What follows belongs to an exercise in optimizing a design on an open flow for small area; a production flow would make more cautious choices.
RTL that was checked went through simulation tests only; none was proved equivalent to the original.
The RTL of run 1 was laid out without a check of its function.

--- flow/flow/run.sh ---
#!/bin/bash
# Own flow: the standard layout, with a synthesis that skips Yosys's full/half
# adder extraction (extract_fa) and maps with ABC's default area-recovering
# script.  Registers, their names and cell types are those of the standard
# synthesis (same RTL passes, same flop mapping); only the combinational
# mapping differs.
set -euo pipefail
W=$PWD
sed "s#SYNTH_SCRIPT=[^ ]*#SYNTH_SCRIPT=$W/flow/synth.tcl#" standard.sh > own_synth.sh
bash own_synth.sh synth > synth_make.log 2>&1
bash standard.sh > layout_make.log 2>&1
--- flow/flow/synth.tcl ---
# The standard synthesis script (synth_recipe.tcl) with two changes made by
# overriding commands: extract_fa does nothing, and abc maps with Yosys's
# default ABC script (no ORFS speed script, no delay target).
proc synth {args} { yosys synth -nofsm -noshare {*}$args }
proc extract_fa {args} { puts "own flow: extract_fa skipped" }
proc abc {args} {
  foreach k {-script -D} {
    set i [lsearch -exact $args $k]
    if {$i >= 0} { set args [lreplace $args $i [expr {$i + 1}]] }
  }
  puts "own flow: abc $args"
  yosys abc {*}$args
}
source $::env(SCRIPTS_DIR)/synth.tcl
# left out here: clear keep_hierarchy, flatten, clean up, hide names made inside functions, write 1_2_yosys.v
--- flow/standard.sh ---
#!/bin/bash
# synth_recipe.tcl (not shown) runs the flow's synth.tcl, then flattens the netlist and writes it again
# the make line also repeats each setting of config.mk as NAME=value (left out here)
make -C /OpenROAD-flow-scripts/flow DESIGN_CONFIG=/design/flow/config.mk WORK_HOME=/design/flow/orfs CLKGATE_MAP_FILE= SYNTH_SCRIPT=/design/flow/synth_recipe.tcl "${@:-finish}"
--- flow/config.mk ---
export PLATFORM = sky130hd
export DESIGN_NAME = Snake
export DESIGN_NICKNAME = Snake
export VERILOG_FILES = /design/flow/design.v
export SDC_FILE = /design/flow/constraint.sdc
export NUM_CORES = 8
export LEC_CHECK = 0
export CAP_MARGIN = 20
export CORE_MARGIN = 2
export CORE_UTILIZATION = 40
export CTS_BUF_LIST = sky130_fd_sc_hd__clkbuf_4 sky130_fd_sc_hd__clkbuf_8
export CTS_CLUSTER_DIAMETER = 60
export CTS_CLUSTER_SIZE = 30
export GPL_TIMING_DRIVEN = 0
export PLACE_DENSITY = 0.72
export SETUP_SLACK_MARGIN = 0.15
export SLEW_MARGIN = 20
--- flow/constraint.sdc ---
create_clock -name core_clock -period 10.0 [get_ports {CLK_100MHz}]
set_input_delay 2.0000 -clock core_clock [delete_from_list [all_inputs] [get_ports {CLK_100MHz}]]
set_output_delay 2.0000 -clock core_clock [all_outputs]
set_load 0.01 [all_outputs]
--- flow/design.v ---
module Snake (CLK_100MHz,Tick,Reset,Go,dir,gameOver,randX,randY,VBlank,HBlank,
              CurrentX,CurrentY,RED,GREEN,BLUE);
    input CLK_100MHz, Tick, Reset, VBlank, HBlank, Go;
    input [10:0] randX, randY, CurrentX, CurrentY;
    input [1:0] dir;
    output reg gameOver;
    output [3:0] RED, GREEN, BLUE;
    reg        r_q, g_q, b_q;
    assign RED   = {4{r_q}};
    assign GREEN = {4{g_q}};
    assign BLUE  = {4{b_q}};
    reg  [8:0]   hx, hy;            
    reg  [8:0]   ancx [1:2];        
    reg  [8:0]   ancy [1:2];
    reg  [127:1] sa, sb;            
    reg  [6:0]   nvalid;            
    reg  [4:0]   sz;                
    reg  [10:0]  appleX, appleY;
    reg          pause, zflag;
    reg  [1:0]   ldir;
    wire [10:0] cx = CurrentX, cy = CurrentY;
    wire border = (cx <= 20) || (cx >= 780) || (cy <= 20) || (cy >= 580);
    wire [11:0] adx = {1'b0, cx} + {1'b1, ~appleX};
    wire [11:0] ady = {1'b0, cy} + {1'b1, ~appleY};
    wire apple  = (adx < 12'd19) && (ady < 12'd19);
    wire box00  = (cx != 0) && (cx < 20) && (cy != 0) && (cy < 20);
    wire [8:0] cqx = cx[10:2], cqy = cy[10:2];
    wire lox = (cx[1:0] == 2'b00), loy = (cy[1:0] == 2'b00);
    wire [4:0] rokx, roky;
    genvar r;
    generate
        for (r = 0; r < 5; r = r + 1) begin : rk
            assign rokx[r] = (r >= 1 || !lox) && (cqx >= r);
            assign roky[r] = (r >= 1 || !loy) && (cqy >= r);
        end
    endgenerate
    wire [8:0] zsx, zcx_, zsy, zcy_;
    Snake_csa5 mx(.c(cqx), .s(zsx), .k(zcx_));
    Snake_csa5 my(.c(cqy), .s(zsy), .k(zcy_));
    wire [2:0] okx, oky;
    wire [6:0] ex [0:2];
    wire [6:0] ey [0:2];
    genvar m, i, q;
    localparam LW = 2;           
    localparam LL = 1 << LW;
    localparam NL = 16 / LL;
    generate
        for (m = 0; m < 3; m = m + 1) begin : big
            wire [8:0] axm, aym;
            if (m == 0) begin : h
                assign axm = hx;
                assign aym = hy;
            end else begin : a
                assign axm = ancx[m];
                assign aym = ancy[m];
            end
            Snake_axis ax_(.zs(zsx), .zk(zcx_), .za(axm), .rok(rokx), .ok(okx[m]), .e(ex[m]));
            Snake_axis ay_(.zs(zsy), .zk(zcy_), .za(aym), .rok(roky), .ok(oky[m]), .e(ey[m]));
        end
    endgenerate
    wire [6:0] size = {sz, 2'b11};
    wire [6:0] lim = (size < nvalid) ? size : nvalid;
    wire [4:0] ea [0:7];            
    wire [4:0] eb [0:7];
    wire [5:0] offa [0:7];          
    wire [5:0] offb [0:7];
    wire [7:0] sub_any;             
    wire head;
    generate
        for (m = 0; m < 8; m = m + 1) begin : sub
            localparam BIG = m / 3;
            if (m % 3 == 0) begin : o0
                assign offa[m] = 6'd0;
                assign offb[m] = 6'd0;
            end else begin : o1
                assign offa[m] = offa[m-1] + {ea[m-1][4], ea[m-1]};
                assign offb[m] = offb[m-1] + {eb[m-1][4], eb[m-1]};
            end
            wire [8:0] sA = {2'b00, ex[BIG]} + {2'b00, ey[BIG]} + {offa[m][5], offa[m][5], offa[m], 1'b0} - 9'd78;
            wire [8:0] sB = {2'b00, ey[BIG]} - {2'b00, ex[BIG]} + 9'd15 - {offb[m][5], offb[m][5], offb[m], 1'b0};
            wire rin = (sA[8:5] == 4'd0) && (sB[8:5] == 4'd0);
            wire ok = okx[BIG] && oky[BIG] && rin;
            wire pi = sA[0];
            wire [3:0] ta = sA[4:1];
            wire [3:0] tb = sB[4:1];
            wire [15:0] mt;             
            wire [4:0] la [0:NL];       
            wire [4:0] lb [0:NL];       
            assign la[0] = 5'd0;
            assign lb[0] = 5'd0;
            for (q = 0; q < NL; q = q + 1) begin : lf
                localparam S = LL*q;
                wire [LW-1:0] ga [0:LL-1];
                wire [LW-1:0] gb [0:LL-1];
                assign ga[0] = LL/2;
                assign gb[0] = LL/2 - 1;
                for (i = 1; i < LL; i = i + 1) begin : e
                    assign ga[i] = ga[i-1] - {{(LW-1){1'b0}}, sa[16*m+S+i]} + ((i % 2 == 0) ? 1 : 0);
                    assign gb[i] = gb[i-1] + {{(LW-1){1'b0}}, sb[16*m+S+i]} - ((i % 2 == 0) ? 1 : 0);
                end
                wire [4:0] tA = {1'b0, ta} + la[q] + (LL/2 - 8);
                wire [4:0] tB = {1'b0, tb} - lb[q] + (LL/2 - 8);
                wire lok = (tA < LL) && (tB < LL);
                for (i = 0; i < LL; i = i + 1) begin : c
                    if (m == 0 && S + i == 0) begin : hd
                        assign mt[0] = 1'b0;
                    end else begin : b
                        assign mt[S+i] = lok && (ga[i] == tA[LW-1:0]) && (gb[i] == tB[LW-1:0]) &&
                                         (16*m + S + i <= lim);
                    end
                end
                if (16*m + S + LL <= 127) begin : nx
                    assign la[q+1] = la[q] + (LL/2 - 1) - ga[LL-1] + sa[16*m+S+LL];
                    assign lb[q+1] = lb[q] + gb[LL-1] - (LL/2 - 1) - 1 + sb[16*m+S+LL];
                end else begin : nn
                    assign la[q+1] = 5'd0;
                    assign lb[q+1] = 5'd0;
                end
            end
            assign ea[m] = la[NL];
            assign eb[m] = lb[NL];
            wire even_any = |{mt[14], mt[12], mt[10], mt[8], mt[6], mt[4], mt[2], mt[0]};
            wire odd_any  = |{mt[15], mt[13], mt[11], mt[9], mt[7], mt[5], mt[3], mt[1]};
            assign sub_any[m] = ok && (pi ? odd_any : even_any);
            if (m == 0) begin : hd
                assign head = ok && !pi && (ta == 4'd8) && (tb == 4'd7);
            end
        end
    endgenerate
    wire snake = (|sub_any) | ((size > nvalid) && box00);
    wire restart = Reset || gameOver;
    wire eat = apple && head;
    wire zload = Reset || (Tick && zflag);
    wire [8:0] nhx = hx + ((ldir == 2'd1) ? 9'd1 : (ldir == 2'd3) ? 9'd511 : 9'd0);
    wire [8:0] nhy = hy + ((ldir == 2'd2) ? 9'd1 : (ldir == 2'd0) ? 9'd511 : 9'd0);
    wire na = (ldir == 2'd1) || (ldir == 2'd2);
    wire nb = (ldir == 2'd1) || (ldir == 2'd0);
    always @(posedge CLK_100MHz) begin
        ldir <= dir;
        if (restart) begin
            pause <= 1'b1;
            zflag <= 1'b1;
        end else begin
            if (Go) pause <= 1'b0;
            if (!pause) zflag <= 1'b0;
        end
        if (eat) begin
            appleX <= randX;
            appleY <= randY;
            if (sz != 5'd31) sz <= sz + 5'd1;
        end else if (restart) begin
            appleX <= 11'd400;
            appleY <= 11'd300;
            sz <= 5'd0;
        end
        gameOver <= !Reset && head && (border || snake);
        if (zload) begin
            hx <= 9'd5;       
            hy <= 9'd25;      
            nvalid <= 7'd0;
        end else if (Tick) begin
            hx <= nhx;
            hy <= nhy;
            if (nvalid != 7'd127) nvalid <= nvalid + 7'd1;
        end
        if (Tick) begin
            sa <= {sa[126:1], na};
            sb <= {sb[126:1], nb};
        end
        if (VBlank || HBlank) begin
            r_q <= 1'b0; g_q <= 1'b0; b_q <= 1'b0;
        end else begin
            r_q <= apple && !snake;
            g_q <= (head || snake) && !border;
            b_q <= border;
        end
    end
    generate
        for (m = 1; m < 3; m = m + 1) begin : anc
            wire a_ = sa[48*m], b_ = sb[48*m];
            wire xs = (a_ == b_);
            wire [8:0] ux = ancx[m] + (xs ? (a_ ? 9'd1 : 9'd511) : 9'd0);
            wire [8:0] uy = ancy[m] + (!xs ? (a_ ? 9'd1 : 9'd511) : 9'd0);
            wire v = (nvalid >= 48*m);
            always @(posedge CLK_100MHz)
                if (Tick) begin
                    ancx[m] <= v ? ux : 9'd5;
                    ancy[m] <= v ? uy : 9'd25;
                end
        end
    endgenerate
endmodule
module Snake_csa5(c, s, k);
    input  [8:0] c;
    output [8:0] s, k;
    wire [8:0] p0 = c, p1 = {c[6:0], 2'b0}, p2 = {c[5:0], 3'b0},
               p3 = {c[2:0], 6'b0}, p4 = {c[1:0], 7'b0};
    wire [8:0] s1 = p0 ^ p1 ^ p2;
    wire [8:0] k1 = {((p0 & p1) | (p0 & p2) | (p1 & p2)), 1'b0};
    wire [8:0] s2 = s1 ^ p3 ^ p4;
    wire [8:0] k2 = {((s1 & p3) | (s1 & p4) | (p3 & p4)), 1'b0};
    assign s = s2 ^ k1 ^ k2;
    assign k = {((s2 & k1) | (s2 & k2) | (k1 & k2)), 1'b0};
endmodule
module Snake_axis(zs, zk, za, rok, ok, e);
    input  [8:0] zs, zk, za;
    input  [4:0] rok;
    output ok;
    output [6:0] e;
    wire [8:0] d = zs + zk - za;
    wire ge56 = (d >= 9'd56), ge158 = (d >= 9'd158), ge261 = (d >= 9'd261),
         ge363 = (d >= 9'd363), ge465 = (d >= 9'd465);
    wire s3 = rok[3] &&  ge56  && !ge158;
    wire s1 = rok[1] &&  ge158 && !ge261;
    wire s4 = rok[4] &&  ge261 && !ge363;
    wire s2 = rok[2] &&  ge363 && !ge465;
    wire s0 = rok[0] && (ge465 || !ge56);
    assign ok = s0 | s1 | s2 | s3 | s4;
    wire [6:0] k = ({7{s0}} & 7'd47) | ({7{s1}} & 7'd98) | ({7{s2}} & 7'd21) |
                   ({7{s3}} & 7'd72) | ({7{s4}} & 7'd123);
    assign e = d[6:0] + k;
endmodule
==> results of run 1 <==
[sequential cells by signal, indices dropped and copies added (netlist names)]
signal and cells:
sa 127, sb 127, ancx 18, ancy 18, appleX 11, appleY 11
hx 9, hy 9, nvalid 7, sz 5, ldir 2, b_q 1
g_q 1, gameOver 1, pause 1, r_q 1, zflag 1
[final cells by class]
| class | instances | area [sq um] |
|---|---|---|
| fill | 9495 | 54300 |
| clock inverter | 36 | 438 |
| multi-input combinational | 4173 | 33400 |
| tap | 1380 | 1730 |
| sequential | 350 | 10200 |
| timing repair buffer | 239 | 2160 |
| antenna | 1 | 2.50 |
| buffer | 76 | 428 |
| clock buffer | 47 | 641 |
| inverter | 166 | 623 |
[repair_timing]
item / in CTS / in global routing
resized for setup: 269 / 192
cloned: 1 / 1
setup endpoints to repair: 57 / 57
pin swaps: 69 / 120
setup buffers: 68 / 111
[cells in the mapped netlist (all sizes together) (43+ instances only)]
library cell	n	area share (%)
inv	166	1.5
a21oi	287	3.4
nor2b	77	1.2
nor2	409	3.7
and2	80	1.2
maj3	214	5.2
xnor2	798	17
nand2b	79	1.2
or2	54	0.80
edfxtp	317	23
nor3	121	1.5
xor2	440	9.4
a31oi	43	0.64
nand3	80	0.95
xnor3	126	6.8
nand2	525	4.7
o21ai	233	2.8
[kinds of logic (layout without fill, tap and decap cells)]
kind of cell               count (synthesis)  in the layout  share of synthesized area (%)
xor gates and xnor gates                1397           1398                           35.2
AOI/OAI and AO/OA                        935            936                           14.2
DFF                                      350            350                           24.2
buffers and inverters                    242            564                           2.35
and+or+nand+nor                         1591           1591                           18.0
muxes                                     34             34                          0.860
adders and majority gates                214            214                           5.21
other                                      0              1                              0
[worst min path at each step]
stage,from,endpoint,slack (ps),cells past startpoint
final,pause,zflag,440,2
after global routing,pause,zflag,480,2
after CTS,pause,zflag,450,2
after detailed placement,pause,zflag,430,2
after global placement,pause,zflag,430,2
after floorplan,pause,zflag,420,2
[critical path, delay by kind of cell]
kind,cells,cell delay (ps)
multiplexers,1,160
XOR/XNOR,11,3280
adder cells (fa/ha/maj),3,1130
buffers and inverters,6,1230
AND/OR/NAND/NOR,7,1730
AO/OA/AOI/OAI,5,880
[per-stage QoR]
stage,setup TNS [ps],worst slack (ps),instances
floorplan,0,191,4763
global placement,-1207880,-6980,6200
detailed placement,-98810,-2680,6203
CTS,0,151,6355
global route,0,21.2,6468
finish,0,188,6468
[per-layer routing]
metal  global-route usage (%)  share of wire [%]  vias up
met5                        0             0.0063        -
met4                     9.15                4.9        2
met3                     3.77                8.0      343
met2                     36.5                 46     1435
met1                     29.0                 41    17800
li1                         -                  -    17400
==> impl_metrics.csv, run 1 <==
group,metric,value,unit
finish,final_cell_mix,"xnor2_1, nand2_1, nor2_1, xor2_1, edfxtp_1",
synthesis,synthCells,4763,
die,dieArea,108000,sq um
setup_path,end_kind,"flop",
cts,insertion_delay,740,ps
die,initial_core_util,40.5,%
sta,rsz0062_at_grt,"false",
sta,finClkSkew,87.9,ps
route,drtIter0Drc,3495,
route,ant_nets,0,
synthesis,synthArstFlopShare,0,%
route,drt-wirelength-per-cell,19.8,um
cts,clk_pin_slew_worst_paths,110,ps
setup_path,cp.required,10610,ps
sta,fin_crit_sh,98.1,%
route,viasPerCell,5.71,
placed_design,hpwlAfterDp,95.2,mm
cts,cts_tree,"built",
finish,fin_nets,5103,
setup_path,crit_arrival,10420,ps
setup_path,reg2reg_to,"r_q",
global_routing,grtUsageTotal,22.3,%
synthesis,synth_seq_cells,350,
sta,period_needed,9810,ps
cts,htree_levels,2,
die,core-area,104000,sq um
finish,drive_gt1_share,15.4,%
route,drtPass1Iterations,9,
sta,max_slew_margin,21.8,%
finish,syn_to_final_growth,18.0,%
outcome,status,"finished clean",
setup_path,crit_start,"CurrentX[4]",
synthesis,yosysWarnings,5,
global_routing,grt_pass1_wl,191,mm
setup_path,critPathMaxStageDelay,580,ps
setup_path,worstReg2RegStart,"ancx[2][0]",
synthesis,syn_nets,4815,
sta,finalHoldViolations,0,
setup_path,crit_path_max_fanout,9,
die,ios,65,
placed_design,place_area,44500,sq um
sta,worst_hold_slack,445,ps
die,die_h,328,um
cts,holdBufCountCts,0,
cts,clockRootBuffer,"clkbuf_8",
setup_path,critPathLaunchType,"input port",
synthesis,avgSynthCellArea,8.83,sq um
placed_design,gp_congestion,0.967,
sta,drv_slew,0,
sta,setup_viol,0,
min_path,hold_path_class,"flop to flop",
global_routing,grt_max_degree,98,
finish,layout_commonest_cell,"xnor2_1",
synthesis,synth_cell_types,114,
sta,worstMarginPinSlew,1170,ps
route,drt-total-wl,128,mm
flow_run,cap_violations,0,
route,vias,37000,
synthesis,ys.flop_type,"edfxtp_1",
die,num_rows,118,
sta,max_clock_freq,0.102,GHz
global_routing,grt_overflow,0,
setup_path,reg2reg_depth,29,
route,drcViolationCount,0,
global_routing,grt_pass1_vias,34200,
placed_design,io_buffers,57,
setup_path,worst_path_most_repeated_cell,"xnor2_4",
cts,cts_inserted_buffers,45,
setup_path,cp_slowest_cell,"xnor3_2",
setup_path,regToRegSetupSlack,1260,ps
finish,finish.utilization,47.8,%
finish,fin_area,49600,sq um
synthesis,synth_edf_count,317,
cts,cts_buffer_depth,3,
global_routing,antenna_found_initial,3,
setup_path,critical_path_class,"input port to flop",
setup_path,crit_end,"r_q",
synthesis,synth-seq-area-share,24.2,%
cts,numClockSinks,350,
synthesis,syn_area,42100,sq um
die,dieWidth,328,um
==> run 2, diff against run 1 <==
--- a/flow/design.v
+++ b/flow/design.v
@@ -42,5 +42,5 @@
     wire [6:0] ey [0:2];
     genvar m, i, q;
-    localparam LW = 2;           
+    localparam LW = 3;           
     localparam LL = 1 << LW;
     localparam NL = 16 / LL;
--- a/flow/config.mk
+++ b/flow/config.mk
@@ -8,5 +8,5 @@
 export CAP_MARGIN = 20
 export CORE_MARGIN = 2
-export CORE_UTILIZATION = 40
+export CORE_UTILIZATION = 50
 export CTS_BUF_LIST = sky130_fd_sc_hd__clkbuf_4 sky130_fd_sc_hd__clkbuf_8
 export CTS_CLUSTER_DIAMETER = 60
==> impl_metrics.csv, run 2 <==
group,metric,value,unit
outcome,status,"finished clean",
synthesis,synth-seq-area-share,24.6,%
synthesis,ys.flop_type,"edfxtp_1",
global_routing,antenna_found_initial,6,
die,dieArea,85200,sq um
cts,clockRootBuffer,"clkbuf_8",
route,drt-total-wl,126,mm
sta,setup_tns,0,ps
cts,htree_levels,2,
setup_path,critPathMaxStageDelay,590,ps
sta,fin_crit_sh,96.8,%
finish,layout_commonest_cell,"xnor2_1",
synthesis,synthCells,4812,
cts,insertion_delay,720,ps
route,drt-wirelength-per-cell,20.3,um
synthesis,synth.most_common_cell,"xnor2_1",
sta,period_needed,9680,ps
global_routing,grt_pass1_vias,34100,
finish,syn_to_final_growth,17.9,%
setup_path,worst_path_most_repeated_cell,"xnor2_4",
synthesis,avgSynthCellArea,8.62,sq um
synthesis,syn_nets,4864,
setup_path,critical_path_class,"input port to flop",
placed_design,hpwlAfterDp,92.6,mm
cts,cts_buffer_depth,3,
finish,fin_nets,5147,
die,initial_core_util,50.5,%
finish,finish.utilization,59.5,%
global_routing,grt_pass1_wl,189,mm
die,ios,65,
flow_run,cap_violations,0,
finish,reg.largest.list,"sa x127, sb x127",
synthesis,yosysWarnings,5,
synthesis,yosys.area.top_type,"edfxtp_1",
route,drcViolationCount,0,
sta,worst_hold_slack,462,ps
die,die_h,292,um
min_path,hold_path_class,"flop to flop",
route,ant_nets,0,
sta,drv_slew,0,
synthesis,synth_edf_count,317,
placed_design,gp_congestion,0.962,
sta,finalHoldViolations,0,
placed_design,dp_cells,5943,
route,viasPerCell,6.00,
global_routing,grt_overflow,0,
die,dieWidth,292,um
setup_path,cp_slowest_cell,"buf_1",
placed_design,place_ws,-1850,ps
synthesis,yosysTopAreaCellShare,23.0,%
cts,cts_inserted_buffers,46,
synthesis,synth_cell_types,117,
die,core-area,82100,sq um
synthesis,synth_area_leaders,"edfxtp_1, xnor2_1, xor2_1",
setup_path,cp.required,10590,ps
cts,holdBufCountCts,0,
sta,finClkSkew,65.0,ps
synthesis,synthArstFlopShare,0,%
placed_design,io_buffers,58,
setup_path,end_kind,"flop",
cts,cts_tree,"built",
setup_path,critPathLaunchType,"input port",
sta,max_slew_margin,22.9,%
sta,worst_slack,315,ps
finish,drive_gt1_share,15.7,%
route,drtPass1Iterations,6,
cts,clk_pin_slew_worst_paths,90,ps
global_routing,grtUsageTotal,27.7,%
global_routing,grt_max_degree,105,
die,num_rows,105,
route,drtIter0Drc,3628,
sta,setup_viol,0,
sta,max_clock_freq,0.103,GHz
sta,rsz0062_at_grt,"false",
finish,final_cell_mix,"xnor2_1, nand2_1, xor2_1, nor2_1, edfxtp_1",
synthesis,synth_common_cells,"xnor2_1, nand2_1, xor2_1, nor2_1, edfxtp_1",
synthesis,syn_area,41500,sq um
cts,numClockSinks,350,
setup_path,crit_arrival,10270,ps
setup_path,crit_path_max_fanout,10,
route,vias,37200,
sta,worstMarginPinSlew,1160,ps
synthesis,synth_seq_cells,350,
finish,fin_cells,6205,
## run 2: cell types whose count changed after synthesis, sizes merged, moves of 15 or more
cell | before | now
o211ai | 32 | 47
a211oi | 27 | 42
o21a | 18 | 40
nand3 | 80 | 95
xnor2 | 798 | 783
a31oi | 43 | 67
o21ai | 233 | 262
buf | 35 | 50
a21oi | 287 | 261
maj3 | 214 | 133
clkbuf | 41 | 63
xnor3 | 126 | 100
## run 2: repair_timing
action | 4_1_cts | 5_1_grt
hold endpoints to repair | 0 | 0
gates cloned | 2 | 1
gates resized for setup | 230 | 304
buffers inserted | 44 | 127
pin swaps | 51 | 125
setup endpoints to repair | 57 | 49
## run 2: metrics by stage
step,area (sq um)
finish,48900
global route,48900
CTS,46300
detailed placement,43500
global placement,43400
floorplan,41500
## run 2: cell type report
type,count,area (sq um)
fillers,7029,33200
multi-input cells,4199,33000
flip-flops and latches,350,10200
repair buffers,232,2040
well taps,1070,1340
clock buffers,52,684
plain buffers,113,599
inverters,153,574
clock inverters,34,434
diodes,2,5.00
## run 2: routing by layer
layer | GRT usage, % | routed length (um) | up-vias
li1 | - | - | 17700
met1 | 36.7 | 53100 | 17700
met2 | 43.9 | 56600 | 1462
met3 | 6.14 | 10600 | 324
met4 | 11.1 | 5490 | 8
met5 | 0 | 55 | -
## run 2: cell families after synthesis
| kind of cell | synth area share (%) |
|---|---|
| compound gates | 16.9 |
| fa+ha+maj | 3.25 |
| flops | 24.6 |
| xor+xnor | 33.6 |
| buf+inv | 2.64 |
| simple gates | 18.7 |
| mux | 0.441 |
## run 2: critical path, delay by kind of cell
| kind | cells | cell delay [ps] |
|---|---|---|
| AO/OA/AOI/OAI | 11 | 2350 |
| XOR/XNOR | 9 | 2810 |
| buffers and inverters | 6 | 1610 |
| AND/OR/NAND/NOR | 4 | 1480 |
## run 2: path summary, 6_finish.rpt
| check | startpoint | end | slack, ps | depth (start not counted) |
|---|---|---|---|---|
| max | CurrentY[2] | gameOver | 320 | 30 |
| min | pause | zflag | 460 | 2 |
| max reg2reg | ancy[1][1] | gameOver | 1690 | 29 |
| min reg2reg | pause | zflag | 460 | 2 |
==> run 3, diff against run 2 <==
--- a/flow/config.mk
+++ b/flow/config.mk
@@ -8,8 +8,9 @@
 export CAP_MARGIN = 20
 export CORE_MARGIN = 2
-export CORE_UTILIZATION = 50
+export CORE_UTILIZATION = 40
 export CTS_BUF_LIST = sky130_fd_sc_hd__clkbuf_4 sky130_fd_sc_hd__clkbuf_8
 export CTS_CLUSTER_DIAMETER = 60
 export CTS_CLUSTER_SIZE = 30
+export GPL_ROUTABILITY_DRIVEN = 0
 export GPL_TIMING_DRIVEN = 0
 export PLACE_DENSITY = 0.72
==> impl_metrics.csv, run 3 <==
group,metric,value,unit
finish,layout_commonest_cell,"xnor2_1",
synthesis,synth-seq-area-share,24.6,%
sta,max_clock_freq,0.102,GHz
route,drt-total-wl,124,mm
die,core-area,103000,sq um
synthesis,synthCells,4812,
sta,worstMarginPinSlew,1330,ps
synthesis,avgSynthCellArea,8.62,sq um
synthesis,ys.flop_type,"edfxtp_1",
sta,period_needed,9790,ps
die,num_rows,118,
placed_design,dp_cells,6253,
setup_path,end_kind,"flop",
die,die_h,326,um
synthesis,synth_edf_count,317,
route,drtPass1Iterations,5,
setup_path,cp.required,10680,ps
global_routing,grt_overflow,0,
global_routing,grtUsageTotal,22.1,%
synthesis,synthArstFlopShare,0,%
synthesis,synth_cell_types,117,
setup_path,cp_slowest_cell,"a2111oi_0",
finish,syn_to_final_growth,16.6,%
cts,clk_pin_slew_worst_paths,100,ps
sta,finClkSkew,97.1,ps
min_path,hold_path_class,"flop to flop",
cts,cts_inserted_buffers,49,
finish,final_cell_mix,"xnor2_1, nand2_1, xor2_1, nor2_1, edfxtp_1",
cts,htree_levels,2,
die,dieArea,106000,sq um
placed_design,hpwlAfterDp,93.3,mm
finish,fin_nets,5089,
route,ant_nets,0,
setup_path,critPathMaxStageDelay,610,ps
sta,drv_slew,0,
cts,insertion_delay,790,ps
die,ios,65,
die,initial_core_util,40.2,%
sta,setup_viol,0,
global_routing,grt_pass1_wl,190,mm
cts,clockRootBuffer,"clkbuf_8",
synthesis,yosys.area.top_type,"edfxtp_1",
placed_design,place_ws,-1960,ps
flow_run,cap_violations,0,
global_routing,grt_pass1_vias,35000,
finish,fin_cells,6460,
sta,finalHoldViolations,0,
synthesis,synth.most_common_cell,"xnor2_1",
route,vias,37400,
setup_path,crit_buf_inv,5,
global_routing,antenna_found_initial,4,
placed_design,io_buffers,58,
finish,finish.utilization,46.9,%
synthesis,synth_seq_cells,350,
setup_path,cp_top_family,"XOR/XNOR gates",
sta,setup_tns,0,ps
cts,holdBufCountCts,0,
synthesis,syn_nets,4864,
sta,worst_slack,209,ps
route,drcViolationCount,0,
cts,cts_tree,"built",
sta,fin_crit_sh,97.9,%
route,drt-wirelength-per-cell,19.3,um
synthesis,yosysWarnings,5,
setup_path,critical_path_class,"input port to flop",
global_routing,grt_max_degree,94,
cts,cts_buffer_depth,3,
outcome,status,"finished clean",
setup_path,critPathLaunchType,"input port",
route,viasPerCell,5.80,
sta,max_slew_margin,11.1,%
synthesis,syn_area,41500,sq um
setup_path,crit_arrival,10470,ps
die,dieWidth,326,um
finish,reg.largest.list,"sa x127, sb x127",
route,drtIter0Drc,3432,
setup_path,worst_path_most_repeated_cell,"xnor3_2",
finish,drive_gt1_share,13.8,%
synthesis,synth_area_leaders,"edfxtp_1, xnor2_1, xor2_1",
setup_path,crit_path_max_fanout,10,
synthesis,yosysTopAreaCellShare,23.0,%
sta,rsz0062_at_grt,"true",
cts,numClockSinks,350,
synthesis,synth_common_cells,"xnor2_1, nand2_1, xor2_1, nor2_1, edfxtp_1",
-- run 3: layer usage --
metal | part of all wire, % | global-route usage (%) | up-vias
met4 | 4.8 | 10.1 | 4
li1 | - | - | 17600
met3 | 7.8 | 3.50 | 330
met1 | 42 | 29.0 | 18000
met2 | 46 | 35.7 | 1587
met5 | 0.022 | 0 | -
-- run 3: path summary, 6_finish.rpt --
check | startpoint | to | slack, ps | cells past startpoint
worst max-delay path | CurrentY[5] | r_q | 210 | 32
worst min-delay path | sb[126] | sb[127] | 420 | 0
worst max register to register | ancy[1][1] | gameOver | 1750 | 26
worst min register to register | sb[126] | sb[127] | 420 | 0
-- run 3: cells by family (layout without fill, tap and decap cells) --
family / count (synthesis) / in the layout / share of synthesized area [%]
DFF: 350 / 350 / 24.6
buffers and inverters: 266 / 530 / 2.64
and+or+nand+nor: 1624 / 1625 / 18.7
xor gates and xnor gates: 1357 / 1358 / 33.6
adders and majority gates: 133 / 133 / 3.25
other: 0 / 2 / 0
muxes: 17 / 17 / 0.441
AOI/OAI and AO/OA: 1065 / 1065 / 16.9
-- run 3: layout make-up --
| cell class | instances | area (sq um) |
|---|---|---|
| repair buffers | 172 | 1580 |
| clock inverters | 42 | 603 |
| diodes | 2 | 5.00 |
| plain buffers | 113 | 584 |
| multi-input cells | 4198 | 32400 |
| fillers | 9494 | 54800 |
| well taps | 1380 | 1730 |
| clock buffers | 50 | 682 |
| inverters | 153 | 574 |
| flip-flops and latches | 350 | 10200 |
-- run 3: worst register-to-register path, stage by stage, from the launching register on --
cell and delay [ps]:
edfxtp_1 480, xnor2_2 250, a21oi_1 140, maj3_1 410, maj3_1 430, o221ai_2 170, a31oi_1 160, maj3_2 390
xor2_1 210, or4_4 560, o21a_4 170, a21o_1 210, and3_1 220, or2_1 300, maj3_4 440, buf_4 180
xnor3_1 420, xnor2_4 360, xor3_2 630, xor2_1 190, or4_1 450, nor4_2 380, o31ai_2 140, a211oi_1 290
a32oi_2 140, o2111a_2 340, a21oi_1 140
-- run 3: what timing repair did --
item | in CTS | in global routing
endpoints found under the setup margin | 57 | 56
pin swaps | 47 | 77
buffers inserted | 42 | 69
gates cloned | 1 | 1
gates resized for setup | 191 | 237
-- run 3: metrics by stage --
stage	area (sq um)	hold slack [ps]
finish	48400	418
global placement	43800	435
detailed placement	43900	436
floorplan	41500	422
global route	48400	474
CTS	46600	423
==> run 4, diff against run 3 <==
--- a/flow/config.mk
+++ b/flow/config.mk
@@ -8,5 +8,5 @@
 export CAP_MARGIN = 20
 export CORE_MARGIN = 2
-export CORE_UTILIZATION = 40
+export CORE_UTILIZATION = 32
 export CTS_BUF_LIST = sky130_fd_sc_hd__clkbuf_4 sky130_fd_sc_hd__clkbuf_8
 export CTS_CLUSTER_DIAMETER = 60
==> impl_metrics.csv, run 4 <==
group,metric,value,unit
outcome,status,"finished clean",
setup_path,critical_path_class,"input port to flop",
cts,clockRootBuffer,"clkbuf_8",
sta,worst_hold_slack,456,ps
route,vias,37400,
route,viasPerCell,5.47,
synthesis,synth_edf_count,317,
sta,drv_slew,0,
setup_path,cp_slowest_cell,"xnor3_2",
cts,clk_pin_slew_worst_paths,90,ps
finish,multi_input_area,32500,sq um
placed_design,dp_cells,6616,
setup_path,crit_path_max_fanout,8,
cts,cts_tree,"built",
setup_path,crit_arrival,10410,ps
sta,worstMarginPinSlew,1210,ps
setup_path,end_kind,"flop",
die,die_h,364,um
synthesis,synth_area_leaders,"edfxtp_1, xnor2_1, xor2_1",
synthesis,synth.most_common_cell,"xnor2_1",
global_routing,top_usage_layer,"met2",
synthesis,synth_cell_types,117,
die,dieArea,132000,sq um
synthesis,synth_compound_area_share,16.9,%
setup_path,critPathLaunchType,"input port",
synthesis,synthArstFlopShare,0,%
finish,fin_cells,6847,
synthesis,ys.flop_type,"edfxtp_1",
route,drcViolationCount,0,
sta,period_needed,9780,ps
finish,syn_to_final_growth,18.0,%
sta,rsz0062_at_grt,"false",
min_path,min_from,"sa[44]",
synthesis,synthMuxAreaShare,0.441,%
synthesis,synth-xor-area-share,33.6,%
finish,regArea,10200,sq um
route,drt-total-wl,125,mm
finish,drive_gt1_share,14.1,%
die,initial_core_util,32.1,%
finish,reg.largest.list,"sa x127, sb x127",
global_routing,grt_pass1_wl,189,mm
die,dieWidth,364,um
cts,insertion_delay,730,ps
finish,fillers,12600,
min_path,min_to,"sa[45]",
global_routing,grtUsageTotal,17.7,%
sta,max_slew_margin,18.8,%
global_routing,use_met2,28.9,%
die,num_rows,132,
setup_path,critPathMaxStageDelay,560,ps
global_routing,antenna_found_initial,7,
route,drt-wirelength-per-cell,18.3,um
route,drtPass1Iterations,9,
synthesis,yosys.area.top_type,"edfxtp_1",
sta,finClkSkew,56.3,ps
sta,max_clock_freq,0.102,GHz
cts,cts_buffer_depth,3,
min_path,hold_path_class,"flop to flop",
setup_path,regToRegSetupSlack,1660,ps
synthesis,synth_common_cells,"xnor2_1, nand2_1, xor2_1, nor2_1, edfxtp_1",
setup_path,worstReg2RegStart,"ancy[1][1]",
global_routing,met1_usage,22.3,%
global_routing,grtUsageMet3,3.40,%
synthesis,syn_nets,4864,
placed_design,io_buffers,58,
flow_run,cap_violations,0,
finish,final_cell_mix,"xnor2_1, nand2_1, xor2_1, nor2_1, edfxtp_1",
cts,htree_levels,2,
setup_path,worst_path_most_repeated_cell,"buf_4",
synthesis,avgSynthCellArea,8.62,sq um
synthesis,syn_area,41500,sq um
die,ios,65,
min_path,worstHoldPathCells,0,
sta,finalHoldViolations,0,
route,drtIter0Drc,3797,
finish,fin_nets,5113,
global_routing,grt_pass1_vias,34900,
finish,finish.utilization,37.9,%
cts,cts_inserted_buffers,51,
synthesis,synth_seq_cells,350,
die,core-area,129000,sq um
global_routing,grt_overflow,0,
setup_path,cp.required,10630,ps
setup_path,reg2reg_to,"g_q",
placed_design,hpwlAfterDp,92.9,mm
synthesis,yosysTopAreaCellShare,23.0,%
synthesis,synthCells,4812,
route,ant_nets,0,
cts,numClockSinks,350,
synthesis,synth_fa_ha_area_share,3.25,%
sta,setup_viol,0,
synthesis,synth-seq-area-share,24.6,%
synthesis,synth-simple-area-share,18.7,%
global_routing,grt_max_degree,94,
synthesis,synth_top_family_by_area,"XOR/XNOR gates",
setup_path,reg2reg_depth,31,
synthesis,yosysWarnings,5,
finish,layout_commonest_cell,"xnor2_1",
sta,fin_crit_sh,97.8,%
## run 4: cell counts after synthesis
Identical to the previous run, type by type.
## run 4: what timing repair did
action / CTS / global route
endpoints found under the setup margin: 57 / 56
gates resized for setup: 198 / 232
cloned: 1 / 2
pin swaps: 39 / 90
setup buffers: 43 / 88
hold buffers: 0 / 0
## run 4: cells by family (layout without fill, tap and decap cells)
group / after synthesis / count (layout)
compound gates: 1065 / 1065
other cells: 0 / 3
flops: 350 / 350
simple gates: 1624 / 1625
buf+inv: 266 / 554
xor+xnor: 1357 / 1358
fa+ha+maj: 133 / 133
mux: 17 / 17
## run 4: layout make-up
type                    instances  share of cell area, %
multi-input cells            4198                   66.4
flip-flops and latches        350                   20.8
well taps                    1742                   4.45
repair buffers                194                   3.51
clock buffers                  56                   1.54
plain buffers                 113                   1.18
inverters                     153                   1.17
clock inverters                38                  0.962
diodes                          3                 0.0153
## run 4: metal layers
metal	wire length [um]	vias up
met3	10200	419
met5	49	-
met4	6850	8
met2	56900	1572
li1	-	17600
met1	51100	17800
## run 4: per-stage QoR
stage | cell area [sq um] | setup WS, ps | setup TNS, ps
3_3_place_gp | 44200 | -6190 | -1195460
3_5_place_dp | 44300 | -2150 | -93710
5_1_grt | 48900 | 68.6 | 0
4_1_cts | 47100 | 145 | 0
2_1_floorplan | 41500 | 261 | 0
6_report | 48900 | 218 | 0
## run 4: how the worst max path moves through the flow
stage,from,to,slack (ps)
global placement,Tick,hy[7],-6190
CTS,CurrentY[5],g_q,150
floorplan,CurrentX[7],sz[0],260
detailed placement,CurrentX[4],sz[3],-2150
finish,CurrentY[8],g_q,220
global route,CurrentY[8],g_q,70
## run 4: worst max-delay path, delay by kind of cell
kind | cells | cell delay, ps
buf+inv | 6 | 1090
xor+xnor | 9 | 3140
fa+ha+maj | 2 | 740
compound gates | 12 | 2600
simple gates | 4 | 840
==> run 5, diff against run 4 <==
--- a/flow/config.mk
+++ b/flow/config.mk
@@ -8,9 +8,8 @@
 export CAP_MARGIN = 20
 export CORE_MARGIN = 2
-export CORE_UTILIZATION = 32
+export CORE_UTILIZATION = 40
 export CTS_BUF_LIST = sky130_fd_sc_hd__clkbuf_4 sky130_fd_sc_hd__clkbuf_8
 export CTS_CLUSTER_DIAMETER = 60
 export CTS_CLUSTER_SIZE = 30
-export GPL_ROUTABILITY_DRIVEN = 0
 export GPL_TIMING_DRIVEN = 0
 export PLACE_DENSITY = 0.72
==> impl_metrics.csv, run 5 <==
group,metric,value,unit
cts,clockRootBuffer,"clkbuf_8",
setup_path,crit_cells,30,
finish,syn_to_final_growth,17.3,%
setup_path,worstReg2RegStart,"ancy[1][1]",
cts,cts_tree,"built",
finish,drive_gt1_share,14.1,%
global_routing,grt_max_degree,95,
synthesis,synth_edf_count,317,
global_routing,grtUsageTotal,22.6,%
min_path,hold_path_class,"flop to flop",
finish,fillers,9603,
die,die_h,326,um
sta,finClkSkew,44.6,ps
synthesis,yosys.area.top_type,"edfxtp_1",
route,drtPass1Iterations,8,
route,viasPerCell,5.73,
synthesis,syn_nets,4864,
placed_design,place_area,43900,sq um
synthesis,synth_cell_types,117,
sta,max_slew_margin,14.2,%
synthesis,synth_common_cells,"xnor2_1, nand2_1, xor2_1, nor2_1, edfxtp_1",
die,dieArea,106000,sq um
setup_path,critical_path_class,"input port to flop",
finish,fin_nets,5114,
sta,drv_slew,0,
setup_path,crit_path_max_fanout,7,
cts,holdBufCountCts,0,
synthesis,ys.flop_type,"edfxtp_1",
cts,numClockSinks,350,
die,num_rows,118,
min_path,min_to,"zflag",
sta,finalHoldViolations,0,
setup_path,cp_top_family,"XOR/XNOR gates",
synthesis,synth-seq-area-share,24.6,%
sta,rsz0062_at_grt,"false",
setup_path,reg2reg_to,"g_q",
synthesis,synth.most_common_cell,"xnor2_1",
outcome,status,"finished clean",
route,ant_nets,0,
synthesis,synth_seq_cells,350,
synthesis,yosysWarnings,5,
sta,worstMarginPinSlew,1290,ps
synthesis,synthArstFlopShare,0,%
cts,cts_inserted_buffers,51,
synthesis,synth_area_leaders,"edfxtp_1, xnor2_1, xor2_1",
placed_design,io_buffers,58,
route,drcViolationCount,0,
setup_path,reg2reg_depth,28,
global_routing,grt_pass1_vias,34400,
synthesis,syn_area,41500,sq um
setup_path,cp.required,10710,ps
setup_path,worst_path_most_repeated_cell,"xnor2_4",
finish,final_cell_mix,"xnor2_1, nand2_1, xor2_1, nor2_1, edfxtp_1",
finish,fin_area,48600,sq um
synthesis,avgSynthCellArea,8.62,sq um
cts,htree_levels,2,
setup_path,critPathMaxStageDelay,570,ps
setup_path,crit_buf_inv,3,
route,drt-wirelength-per-cell,19.5,um
finish,reg.largest.list,"sa x127, sb x127",
setup_path,cp_slowest_cell,"or4_4",
global_routing,antenna_found_initial,4,
die,ios,65,
finish,layout_commonest_cell,"xnor2_1",
sta,setup_viol,0,
route,drt-total-wl,126,mm
setup_path,critPathLaunchType,"input port",
sta,fin_crit_sh,96.7,%
synthesis,yosysTopAreaCellShare,23.0,%
min_path,min_from,"pause",
global_routing,grt_pass1_wl,193,mm
cts,cts_buffer_depth,3,
synthesis,synthCells,4812,
global_routing,grt_overflow,0,
finish,finish.utilization,47.1,%
setup_path,regToRegSetupSlack,1680,ps
setup_path,end_kind,"flop",
die,initial_core_util,40.2,%
cts,clk_pin_slew_worst_paths,110,ps
die,core-area,103000,sq um
flow_run,cap_violations,0,
sta,max_clock_freq,0.103,GHz
sta,period_needed,9670,ps
placed_design,gp_congestion,0.962,
min_path,worstHoldPathCells,2,
die,dieWidth,326,um
sta,worst_hold_slack,453,ps
route,vias,37200,
cts,insertion_delay,770,ps
setup_path,crit_arrival,10390,ps
placed_design,hpwlAfterDp,94.6,mm
route,drtIter0Drc,3440,
## run 5: cell types whose count changed in the layout (fill, tap and decap cells not counted), moves of 5 or more
cell,before,now
xnor2_2,63,73
clkinv_8,5,12
inv_8,12,5
maj3_2,22,15
xnor2_1,675,668
maj3_1,108,114
a21oi_2,10,15
clkinvlp_4,1,6
xnor3_1,56,61
xnor3_2,43,38
## run 5: cell families (layout without fill, tap and decap cells)
group	Yosys count	in the layout	synth area share, %
AO/OA/AOI/OAI	1065	1065	16.9
buffers and inverters	266	556	2.64
AND/OR/NAND/NOR	1624	1625	18.7
flip-flops	350	350	24.6
multiplexers	17	17	0.441
adder cells (fa/ha/maj)	133	133	3.25
XOR/XNOR	1357	1359	33.6
other	0	1	0
## run 5: what timing repair did
action	in CTS	in global routing
hold endpoints to repair	0	0
resized for setup	212	221
gates cloned	1	2
endpoints found under the setup margin	57	57
pin swaps	49	88
buffers inserted	43	91
## run 5: worst max-delay path by stage
stage,from,end,slack [ps]
floorplan,CurrentX[7],sz[0],260
global placement,Tick,hy[7],-6360
detailed placement,CurrentY[5],sz[3],-2120
CTS,CurrentY[5],g_q,150
global route,CurrentY[2],gameOver,70
finish,CurrentY[9],g_q,330
## run 5: stage by stage
step	TNS, ps	worst slack [ps]	cells
4_1_cts	0	151	6393
3_5_place_dp	-94060	-2120	6253
6_report	0	329	6486
2_1_floorplan	0	261	4812
3_3_place_gp	-1188120	-6360	6250
5_1_grt	0	69.2	6486
## run 5: layout make-up
class | count | area, sq um | area share, %
clock inverters | 43 | 586 | 1.20
diodes | 1 | 2.50 | 0.00515
flip-flops and latches | 350 | 10200 | 20.9
repair buffers | 195 | 1750 | 3.59
well taps | 1380 | 1730 | 3.55
multi-input cells | 4199 | 32500 | 66.8
inverters | 153 | 574 | 1.18
clock buffers | 53 | 729 | 1.50
plain buffers | 112 | 583 | 1.20
## run 5: worst reg2reg max path, delay by kind of cell (launching register included)
kind	cells	cell delay, ps
AO/OA/AOI/OAI	10	1980
AND/OR/NAND/NOR	6	1590
adder cells (fa/ha/maj)	5	2160
flip-flops	1	480
buffers and inverters	1	170
XOR/XNOR	6	1930
## run 5: routing by layer
layer / wire length, um / vias up / GRT usage, %
met5: 22 / - / 0
met4: 5710 / 4 / 9.01
met1: 54400 / 17800 / 30.2
met3: 9000 / 296 / 3.54
met2: 57300 / 1386 / 36.4
li1: - / 17600 / -
==> run 6, diff against run 5 <==
--- a/flow/design.v
+++ b/flow/design.v
@@ -38,5 +38,5 @@
     Snake_csa5 mx(.c(cqx), .s(zsx), .k(zcx_));
     Snake_csa5 my(.c(cqy), .s(zsy), .k(zcy_));
-    wire [2:0] okx, oky;
+    wire [2:0] okx, oky, hitx, hity;
     wire [6:0] ex [0:2];
     wire [6:0] ey [0:2];
@@ -55,6 +55,6 @@
                 assign aym = ancy[m];
             end
-            Snake_axis ax_(.zs(zsx), .zk(zcx_), .za(axm), .rok(rokx), .ok(okx[m]), .e(ex[m]));
-            Snake_axis ay_(.zs(zsy), .zk(zcy_), .za(aym), .rok(roky), .ok(oky[m]), .e(ey[m]));
+            Snake_axis ax_(.zs(zsx), .zk(zcx_), .za(axm), .rok(rokx), .ok(okx[m]), .e(ex[m]), .h(hitx[m]));
+            Snake_axis ay_(.zs(zsy), .zk(zcy_), .za(aym), .rok(roky), .ok(oky[m]), .e(ey[m]), .h(hity[m]));
         end
     endgenerate
@@ -124,5 +124,5 @@
             assign sub_any[m] = ok && (pi ? odd_any : even_any);
             if (m == 0) begin : hd
-                assign head = ok && !pi && (ta == 4'd8) && (tb == 4'd7);
+                assign head = hitx[0] && hity[0];
             end
         end
@@ -203,9 +203,10 @@
     assign k = {((s2 & k1) | (s2 & k2) | (k1 & k2)), 1'b0};
 endmodule
-module Snake_axis(zs, zk, za, rok, ok, e);
+module Snake_axis(zs, zk, za, rok, ok, e, h);
     input  [8:0] zs, zk, za;
     input  [4:0] rok;
     output ok;
     output [6:0] e;
+    output h;                       
     wire [8:0] d = zs + zk - za;
     wire ge56 = (d >= 9'd56), ge158 = (d >= 9'd158), ge261 = (d >= 9'd261),
@@ -220,3 +221,5 @@
                    ({7{s3}} & 7'd72) | ({7{s4}} & 7'd123);
     assign e = d[6:0] + k;
+    assign h = (rok[0] && d == 9'd0) || (rok[1] && d == 9'd205) || (rok[2] && d == 9'd410) ||
+               (rok[3] && d == 9'd103) || (rok[4] && d == 9'd308);
 endmodule
==> impl_metrics.csv, run 6 <==
group,metric,value,unit
route,drcViolationCount,0,
setup_path,cp_slowest_cell,"or4b_4",
setup_path,worst_path_most_repeated_cell,"xnor2_4",
setup_path,regToRegSetupSlack,1160,ps
setup_path,crit_arrival,10440,ps
synthesis,synth_common_cells,"xnor2_1, nand2_1, xor2_1, nor2_1, edfxtp_1",
outcome,status,"finished clean",
setup_path,crit_path_max_fanout,8,
placed_design,hpwlAfterDp,90.8,mm
sta,max_slew_margin,15.1,%
synthesis,syn_area,40500,sq um
route,drtPass1Iterations,9,
die,ios,65,
sta,rsz0062_at_grt,"true",
cts,cts_buffer_depth,3,
finish,syn_to_final_growth,21.0,%
global_routing,antenna_found_initial,5,
synthesis,synth.most_common_cell,"xnor2_1",
finish,fillers,9115,
synthesis,synth-seq-area-share,25.1,%
sta,finalHoldViolations,0,
synthesis,synth_seq_cells,350,
setup_path,crit_buf_inv,5,
min_path,min_from,"pause",
route,vias,37000,
placed_design,gp_congestion,0.969,
global_routing,grt_pass1_vias,34800,
cts,clockRootBuffer,"clkbuf_8",
setup_path,critical_path_class,"input port to flop",
synthesis,syn_nets,4770,
finish,final_cell_mix,"xnor2_1, nand2_1, xor2_1, nor2_1, edfxtp_1",
finish,layout_commonest_cell,"xnor2_1",
sta,period_needed,9760,ps
min_path,worstHoldPathCells,2,
route,drt-total-wl,125,mm
cts,htree_levels,2,
finish,reg.largest.list,"sa x127, sb x127",
sta,worstMarginPinSlew,1270,ps
min_path,min_to,"zflag",
route,viasPerCell,5.72,
route,drt-wirelength-per-cell,19.3,um
synthesis,ys.flop_type,"edfxtp_1",
global_routing,grt_overflow,0,
placed_design,io_buffers,58,
synthesis,yosysWarnings,5,
die,dieWidth,322,um
cts,insertion_delay,760,ps
global_routing,grtUsageTotal,22.9,%
finish,finish.utilization,48.9,%
synthesis,synth_area_leaders,"edfxtp_1, xnor2_1, xor2_1",
route,ant_nets,0,
route,drtIter0Drc,3549,
synthesis,yosysTopAreaCellShare,23.5,%
cts,clk_pin_slew_worst_paths,100,ps
synthesis,avgSynthCellArea,8.59,sq um
sta,drv_slew,0,
cts,cts_tree,"built",
synthesis,yosys.area.top_type,"edfxtp_1",
setup_path,crit_cells,32,
setup_path,cp.required,10680,ps
cts,holdBufCountCts,0,
setup_path,critPathMaxStageDelay,530,ps
cts,numClockSinks,350,
setup_path,critPathLaunchType,"input port",
setup_path,reg2reg_to,"gameOver",
setup_path,worstReg2RegStart,"hx[0]",
die,core-area,100000,sq um
sta,setup_viol,0,
synthesis,synth_cell_types,102,
setup_path,cp_top_family,"XOR/XNOR gates",
min_path,hold_path_class,"flop to flop",
die,dieArea,104000,sq um
finish,drive_gt1_share,16.9,%
die,initial_core_util,40.4,%
synthesis,synthCells,4718,
flow_run,cap_violations,0,
synthesis,synth_edf_count,317,
die,num_rows,116,
finish,fin_nets,5121,
sta,max_clock_freq,0.102,GHz
cts,cts_inserted_buffers,44,
setup_path,end_kind,"flop",
global_routing,grt_max_degree,100,
synthesis,synthArstFlopShare,0,%
setup_path,reg2reg_depth,30,
sta,finClkSkew,86.1,ps
sta,fin_crit_sh,97.6,%
global_routing,grt_pass1_wl,190,mm
die,die_h,322,um
run 6: routing by layer:
metal | up-vias | routed length [um] | track usage (%) | share of wire, %
met5 | - | 11 | 0 | 0.0088
met4 | 2 | 5680 | 9.52 | 4.6
met3 | 356 | 10600 | 4.04 | 8.5
met1 | 17600 | 52100 | 30.5 | 42
met2 | 1554 | 56200 | 36.7 | 45
li1 | 17400 | - | - | -
run 6: worst max path at each step:
stage                            from  endpoint
after floorplan           CurrentX[3]       r_q
after global placement           Tick     hy[6]
after detailed placement  CurrentY[2]       r_q
after CTS                 CurrentY[3]       r_q
after global routing      CurrentX[6]       r_q
final                     CurrentX[6]       r_q
run 6: worst register-to-register path: cells and delay by family, from the launching register on:
kind | cells | cell delay (ps)
muxes | 1 | 160
and+or+nand+nor | 5 | 810
buffers and inverters | 2 | 310
xor gates and xnor gates | 5 | 1680
adders and majority gates | 10 | 3520
AOI/OAI and AO/OA | 7 | 1870
DFF | 1 | 390
run 6: layout make-up:
cell class                      instances  area [sq um]  share of cell area (%)
Inverter                              143           548                    1.12
Buffer                                105           633                    1.29
Multi-Input combinational cell       4121         32400                    65.9
Tap cell                             1357          1700                    3.46
Clock inverter                         36           405                   0.826
Sequential cell                       350         10200                    20.8
Timing Repair Buffer                  304          2620                    5.33
Antenna cell                            3          7.51                  0.0153
Clock buffer                           46           621                    1.27
run 6: kinds of logic (layout without fill, tap and decap cells):
logic type / after synthesis / in the layout / share of synthesized area (%)
and+or+nand+nor: 1576 / 1576 / 18.5
xor gates and xnor gates: 1370 / 1371 / 33.5
AOI/OAI and AO/OA: 1006 / 1006 / 16.1
DFF: 350 / 350 / 25.1
buffers and inverters: 248 / 634 / 2.52
adders and majority gates: 152 / 152 / 3.84
muxes: 16 / 16 / 0.451
other: 0 / 3 / 0
run 6: repair_timing:
item	in CTS	in global routing
pin swaps	100	152
resized for setup	322	257
cloned	1	0
endpoints found under the setup margin	3	3
buffers inserted	120	121
run 6: metrics by stage:
stage	cells	setup slack, ps	TNS (ps)	instance area [sq um]	hold slack, ps
5_1_grt	6463	45.3	0	49100	461
4_1_cts	6341	144	0	46800	441
2_1_floorplan	4718	160	0	40600	422
3_3_place_gp	6133	-6520	-1100850	42800	433
3_5_place_dp	6138	-2730	-8150	43000	443
6_report	6465	240	0	49100	454
==> run 7, diff against run 6 <==
--- a/flow/config.mk
+++ b/flow/config.mk
@@ -12,5 +12,6 @@
 export CTS_CLUSTER_DIAMETER = 60
 export CTS_CLUSTER_SIZE = 30
-export GPL_TIMING_DRIVEN = 0
+export GPL_ROUTABILITY_DRIVEN = 0
+export GPL_TIMING_DRIVEN = 1
 export PLACE_DENSITY = 0.72
 export SETUP_SLACK_MARGIN = 0.15
==> impl_metrics.csv, run 7 <==
group,metric,value,unit
cts,numClockSinks,350,
route,drtPass1Iterations,8,
placed_design,io_buffers,64,
min_path,min_to,"zflag",
finish,reg.largest.list,"sa x127, sb x127",
setup_path,cp_slowest_cell,"clkdlybuf4s50_1",
cts,clk_pin_slew_worst_paths,90,ps
cts,cts_inserted_buffers,46,
synthesis,synth_common_cells,"xnor2_1, nand2_1, xor2_1, nor2_1, edfxtp_1",
global_routing,antenna_found_initial,3,
cts,htree_levels,2,
synthesis,synth_cell_types,102,
outcome,status,"finished clean",
route,vias,38400,
cts,cts_tree,"built",
global_routing,grt_overflow,0,
setup_path,worst_path_most_repeated_cell,"buf_4",
finish,fin_nets,5536,
synthesis,syn_nets,4770,
route,drtIter0Drc,3280,
setup_path,worstReg2RegStart,"hx[0]",
setup_path,crit_path_max_fanout,6,
setup_path,end_kind,"flop",
finish,fin_area,50900,sq um
sta,finClkSkew,39.9,ps
setup_path,reg2reg_depth,34,
setup_path,critical_path_class,"input port to flop",
synthesis,ys.flop_type,"edfxtp_1",
synthesis,avgSynthCellArea,8.59,sq um
sta,max_slew_margin,23.4,%
synthesis,yosysWarnings,5,
sta,setup_viol,0,
synthesis,synthArstFlopShare,0,%
cts,insertion_delay,720,ps
setup_path,cp.required,10620,ps
setup_path,cp_top_family,"buffers and inverters",
finish,final_cell_mix,"buf_4, xnor2_1, nand2_1, xor2_1, nor2_1",
die,core-area,100000,sq um
finish,drive_gt1_share,21.9,%
die,dieWidth,322,um
die,num_rows,116,
sta,period_needed,9720,ps
route,viasPerCell,5.59,
route,ant_nets,0,
setup_path,crit_buf_inv,15,
die,dieArea,104000,sq um
setup_path,critPathLaunchType,"input port",
sta,worstMarginPinSlew,1150,ps
global_routing,grt_pass1_vias,36400,
synthesis,synth.most_common_cell,"xnor2_1",
route,drt-wirelength-per-cell,18.4,um
synthesis,synth-seq-area-share,25.1,%
finish,layout_commonest_cell,"buf_4",
global_routing,grtUsageTotal,23.4,%
setup_path,critPathMaxStageDelay,550,ps
sta,finalHoldViolations,0,
finish,fillers,9116,
setup_path,reg2reg_to,"gameOver",
synthesis,yosys.area.top_type,"edfxtp_1",
sta,fin_crit_sh,97.2,%
min_path,hold_path_class,"flop to flop",
die,initial_core_util,40.4,%
flow_run,cap_violations,0,
route,drt-total-wl,127,mm
setup_path,crit_arrival,10350,ps
cts,clockRootBuffer,"clkbuf_8",
finish,syn_to_final_growth,25.5,%
synthesis,synth_seq_cells,350,
sta,max_clock_freq,0.103,GHz
cts,cts_buffer_depth,3,
min_path,min_from,"pause",
synthesis,syn_area,40500,sq um
synthesis,yosysTopAreaCellShare,23.5,%
synthesis,synth_area_leaders,"edfxtp_1, xnor2_1, xor2_1",
setup_path,regToRegSetupSlack,1250,ps
global_routing,grt_pass1_wl,195,mm
sta,setup_tns,0,ps
placed_design,hpwlAfterDp,98.0,mm
placed_design,place_area,47800,sq um
sta,drv_slew,0,
synthesis,synth_edf_count,317,
route,drcViolationCount,0,
global_routing,grt_max_degree,120,
min_path,worstHoldPathCells,2,
die,ios,65,
die,die_h,322,um
synthesis,synthCells,4718,
[run 7: worst max path at each step]
stage,startpoint,to,depth (start not counted)
after CTS,CurrentY[3],gameOver,35
final,CurrentY[7],gameOver,38
after floorplan,CurrentX[3],r_q,30
after global routing,CurrentY[4],gameOver,39
after detailed placement,CurrentY[3],gameOver,33
after global placement,CurrentX[2],gameOver,30
[run 7: cells by family after synthesis]
| logic type | synth area share [%] |
|---|---|
| mux | 0.451 |
| buf+inv | 2.52 |
| compound gates | 16.1 |
| xor+xnor | 33.5 |
| fa+ha+maj | 3.84 |
| simple gates | 18.5 |
| flops | 25.1 |
[run 7: cell type report]
| cell class | count | area, sq um | area share [%] |
|---|---|---|---|
| multi-input cells | 4120 | 30700 | 60.5 |
| well taps | 1357 | 1700 | 3.34 |
| diodes | 2 | 5.00 | 0.00984 |
| clock buffers | 50 | 682 | 1.34 |
| repair buffers | 823 | 6480 | 12.7 |
| inverters | 143 | 537 | 1.06 |
| flip-flops and latches | 350 | 10200 | 20.0 |
| clock inverters | 36 | 528 | 1.04 |
[run 7: per-stage QoR]
stage / setup WS, ps / utilization [%] / instances / hold slack (ps)
after floorplan: 160 / - / 4718 / 422
after global placement: -731 / 47.7 / 6740 / 434
after detailed placement: -927 / 47.7 / 6741 / 440
after CTS: 155 / 49.2 / 6832 / 456
after global routing: -8.03 / 50.7 / 6880 / 491
final: 278 / 50.7 / 6881 / 456
[run 7: repair_timing]
| item | CTS | global route |
|---|---|---|
| setup endpoints to repair | 3 | 3 |
| setup buffers | 5 | 47 |
| hold buffers | 0 | 0 |
| resized for setup | 65 | 226 |
| pin swaps | 20 | 109 |
[run 7: worst min-delay path: stages, from the launching register on]
cell     delay [ps]
dfxtp_1         320
nand2_1          50
nand2_1          50
[run 7: routing by layer]
metal,up-vias,GRT usage [%],routed length [um]
met3,359,3.78,10400
met1,18200,30.2,51800
li1,18300,-,-
met4,2,11.6,6970
met5,-,0,10
met2,1620,38.1,57600
==> run 8, diff against run 7 <==
--- a/flow/config.mk
+++ b/flow/config.mk
@@ -6,5 +6,5 @@
 export NUM_CORES = 8
 export LEC_CHECK = 0
-export CAP_MARGIN = 20
+export CAP_MARGIN = 0
 export CORE_MARGIN = 2
 export CORE_UTILIZATION = 40
@@ -13,6 +13,6 @@
 export CTS_CLUSTER_SIZE = 30
 export GPL_ROUTABILITY_DRIVEN = 0
-export GPL_TIMING_DRIVEN = 1
+export GPL_TIMING_DRIVEN = 0
 export PLACE_DENSITY = 0.72
 export SETUP_SLACK_MARGIN = 0.15
-export SLEW_MARGIN = 20
+export SLEW_MARGIN = 0
==> impl_metrics.csv, run 8 <==
group,metric,value,unit
placed_design,place_ws,-2540,ps
die,dieWidth,322,um
synthesis,ys.flop_type,"edfxtp_1",
finish,fin_cells,6413,
route,viasPerCell,5.79,
synthesis,syn_nets,4770,
sta,max_slew_margin,8.83,%
outcome,status,"finished clean",
sta,fin_crit_sh,98.2,%
synthesis,synthCells,4718,
setup_path,critical_path_class,"input port to flop",
sta,setup_viol,0,
sta,finalHoldViolations,0,
sta,worst_hold_slack,453,ps
cts,insertion_delay,770,ps
min_path,hold_path_class,"flop to flop",
sta,worst_slack,183,ps
cts,clockRootBuffer,"clkbuf_8",
cts,cts_buffer_depth,3,
setup_path,worst_path_most_repeated_cell,"maj3_2",
global_routing,grtUsageTotal,22.4,%
synthesis,synth_common_cells,"xnor2_1, nand2_1, xor2_1, nor2_1, edfxtp_1",
cts,holdBufCountCts,0,
route,vias,37100,
synthesis,synth_edf_count,317,
die,ios,65,
route,ant_nets,0,
cts,htree_levels,2,
finish,fin_area,48400,sq um
cts,cts_inserted_buffers,46,
finish,drive_gt1_share,15.5,%
setup_path,crit_path_max_fanout,7,
synthesis,yosysWarnings,5,
finish,layout_commonest_cell,"xnor2_1",
die,die_h,322,um
synthesis,synthArstFlopShare,0,%
sta,drv_slew,0,
finish,reg.largest.list,"sa x127, sb x127",
finish,fin_nets,5068,
setup_path,crit_cells,32,
setup_path,critPathMaxStageDelay,570,ps
setup_path,end_kind,"flop",
synthesis,synth_seq_cells,350,
placed_design,place_area,42900,sq um
placed_design,io_buffers,58,
setup_path,worstReg2RegStart,"hx[0]",
setup_path,crit_start,"CurrentX[3]",
setup_path,reg2reg_depth,31,
cts,numClockSinks,350,
route,drt-wirelength-per-cell,19.2,um
route,drtIter0Drc,3990,
finish,fillers,9069,
synthesis,synth_area_leaders,"edfxtp_1, xnor2_1, xor2_1",
sta,period_needed,9820,ps
synthesis,synth-seq-area-share,25.1,%
setup_path,cp_slowest_cell,"or4_4",
setup_path,cp_top_family,"XOR/XNOR gates",
die,core-area,100000,sq um
synthesis,syn_area,40500,sq um
die,num_rows,116,
cts,clk_pin_slew_worst_paths,100,ps
global_routing,grt_overflow,0,
global_routing,antenna_found_initial,10,
setup_path,crit_buf_inv,6,
==> run 8: cell counts after synthesis <==
Identical to the previous run, type by type.
==> run 8: cell families (layout without fill, tap and decap cells) <==
logic type / Yosys count / count (layout) / share of synthesized area, %
compound gates: 1006 / 1006 / 16.1
xor+xnor: 1370 / 1372 / 33.5
mux: 16 / 16 / 0.451
fa+ha+maj: 152 / 152 / 3.84
flops: 350 / 350 / 25.1
other cells: 0 / 2 / 0
simple gates: 1576 / 1576 / 18.5
buf+inv: 248 / 582 / 2.52
==> run 8: worst reg2reg max path: cells and delay by family, from the launching register on <==
family,cells,cell delay [ps]
AND/OR/NAND/NOR,5,1340
AO/OA/AOI/OAI,6,1190
buffers and inverters,4,590
adder cells (fa/ha/maj),7,2310
XOR/XNOR,9,2860
flip-flops,1,380
==> run 8: metrics by stage <==
stage / TNS [ps] / utilization (%)
5_1_grt: 0 / 48.2
4_1_cts: 0 / 46.6
2_1_floorplan: 0 / -
6_report: 0 / 48.2
3_5_place_dp: -8220 / 42.8
3_3_place_gp: -1117550 / 42.7
==> run 8: metal layers <==
metal | up-vias | wire (um) | GRT usage (%)
li1 | 17300 | - | -
met1 | 17600 | 50300 | 29.6
met2 | 1757 | 55000 | 35.7
met3 | 414 | 11400 | 4.18
met4 | 12 | 6260 | 9.84
met5 | - | 74 | 0
==> run 8: what timing repair did <==
action,CTS,global route
gates cloned,2,0
setup endpoints to repair,3,3
pin swaps,96,102
setup buffers,112,76
resized for setup,312,201
==> run 8: worst min path at each step <==
stage | slack (ps) | startpoint | end | cells after the start
6_report | 450 | pause | zflag | 2
2_1_floorplan | 420 | pause | zflag | 2
3_5_place_dp | 440 | pause | zflag | 2
4_1_cts | 460 | pause | zflag | 2
5_1_grt | 480 | pause | zflag | 2
3_3_place_gp | 430 | pause | zflag | 2
==> run 8: area by class of cell <==
cell class	instances	area, sq um	share of cell area, %
Buffer	105	601	1.24
Multi-Input combinational cell	4122	32100	66.3
Clock inverter	38	429	0.887
Sequential cell	350	10200	21.0
Inverter	143	541	1.12
Timing Repair Buffer	248	2170	4.49
Clock buffer	48	654	1.35
Antenna cell	2	5.00	0.0103
Tap cell	1357	1700	3.51

## afterwards: timing with drivers on the ports
How much do the figures lean on ideal ports? The routed layouts below were timed once more, with nothing changed but the port constraints. Step 1 sets driving cells, clkbuf_16 on the clock port and buf_2 on the other inputs (assumed; they add their load-dependent delay and slew). Step 2, shift: input delay + t, output delay - t, t = (earliest + latest rising clock arrival at the registers) / 2. This alone moves slack from input paths to output paths. Three values: ideal, step 1, step 2; two values: the first two.
| run | t (ns) | slack for setup (ns) | hold slack, ns | worst setup path after step 2 | clock arrival spread, ns |
|---|---|---|---|---|---|
| run 1 | 0.761 | 0.188 / 0.230 / -0.531 | 0.445 / 0.445 / 0.445 | input to register | 0.098 / 0.098 |
| run 2 | 0.748 | 0.315 / 0.355 / -0.394 | 0.462 / 0.462 / 0.462 | input to register | 0.076 / 0.075 |
| run 3 | 0.813 | 0.209 / 0.259 / -0.554 | 0.418 / 0.418 / 0.418 | input to register | 0.120 / 0.120 |
| run 4 | 0.779 | 0.218 / 0.186 / -0.593 | 0.456 / 0.456 / 0.456 | input to register | 0.063 / 0.062 |
| run 5 | 0.814 | 0.329 / 0.361 / -0.453 | 0.453 / 0.453 / 0.453 | input to register | 0.047 / 0.047 |
| run 6 | 0.785 | 0.240 / 0.249 / -0.536 | 0.454 / 0.454 / 0.454 | input to register | 0.095 / 0.095 |
| run 7 | 0.765 | 0.278 / 0.322 / -0.443 | 0.456 / 0.456 / 0.456 | input to register | 0.041 / 0.040 |
| run 8 | 0.779 | 0.183 / 0.207 / -0.572 | 0.453 / 0.453 / 0.453 | input to register | 0.112 / 0.112 |
Met with ideal ports but missed after step 2: setup timing in every run listed. For run 4, which loses most, drivers alone change the setup slack by -0.032 ns; drivers and shift together by -0.811 ns.
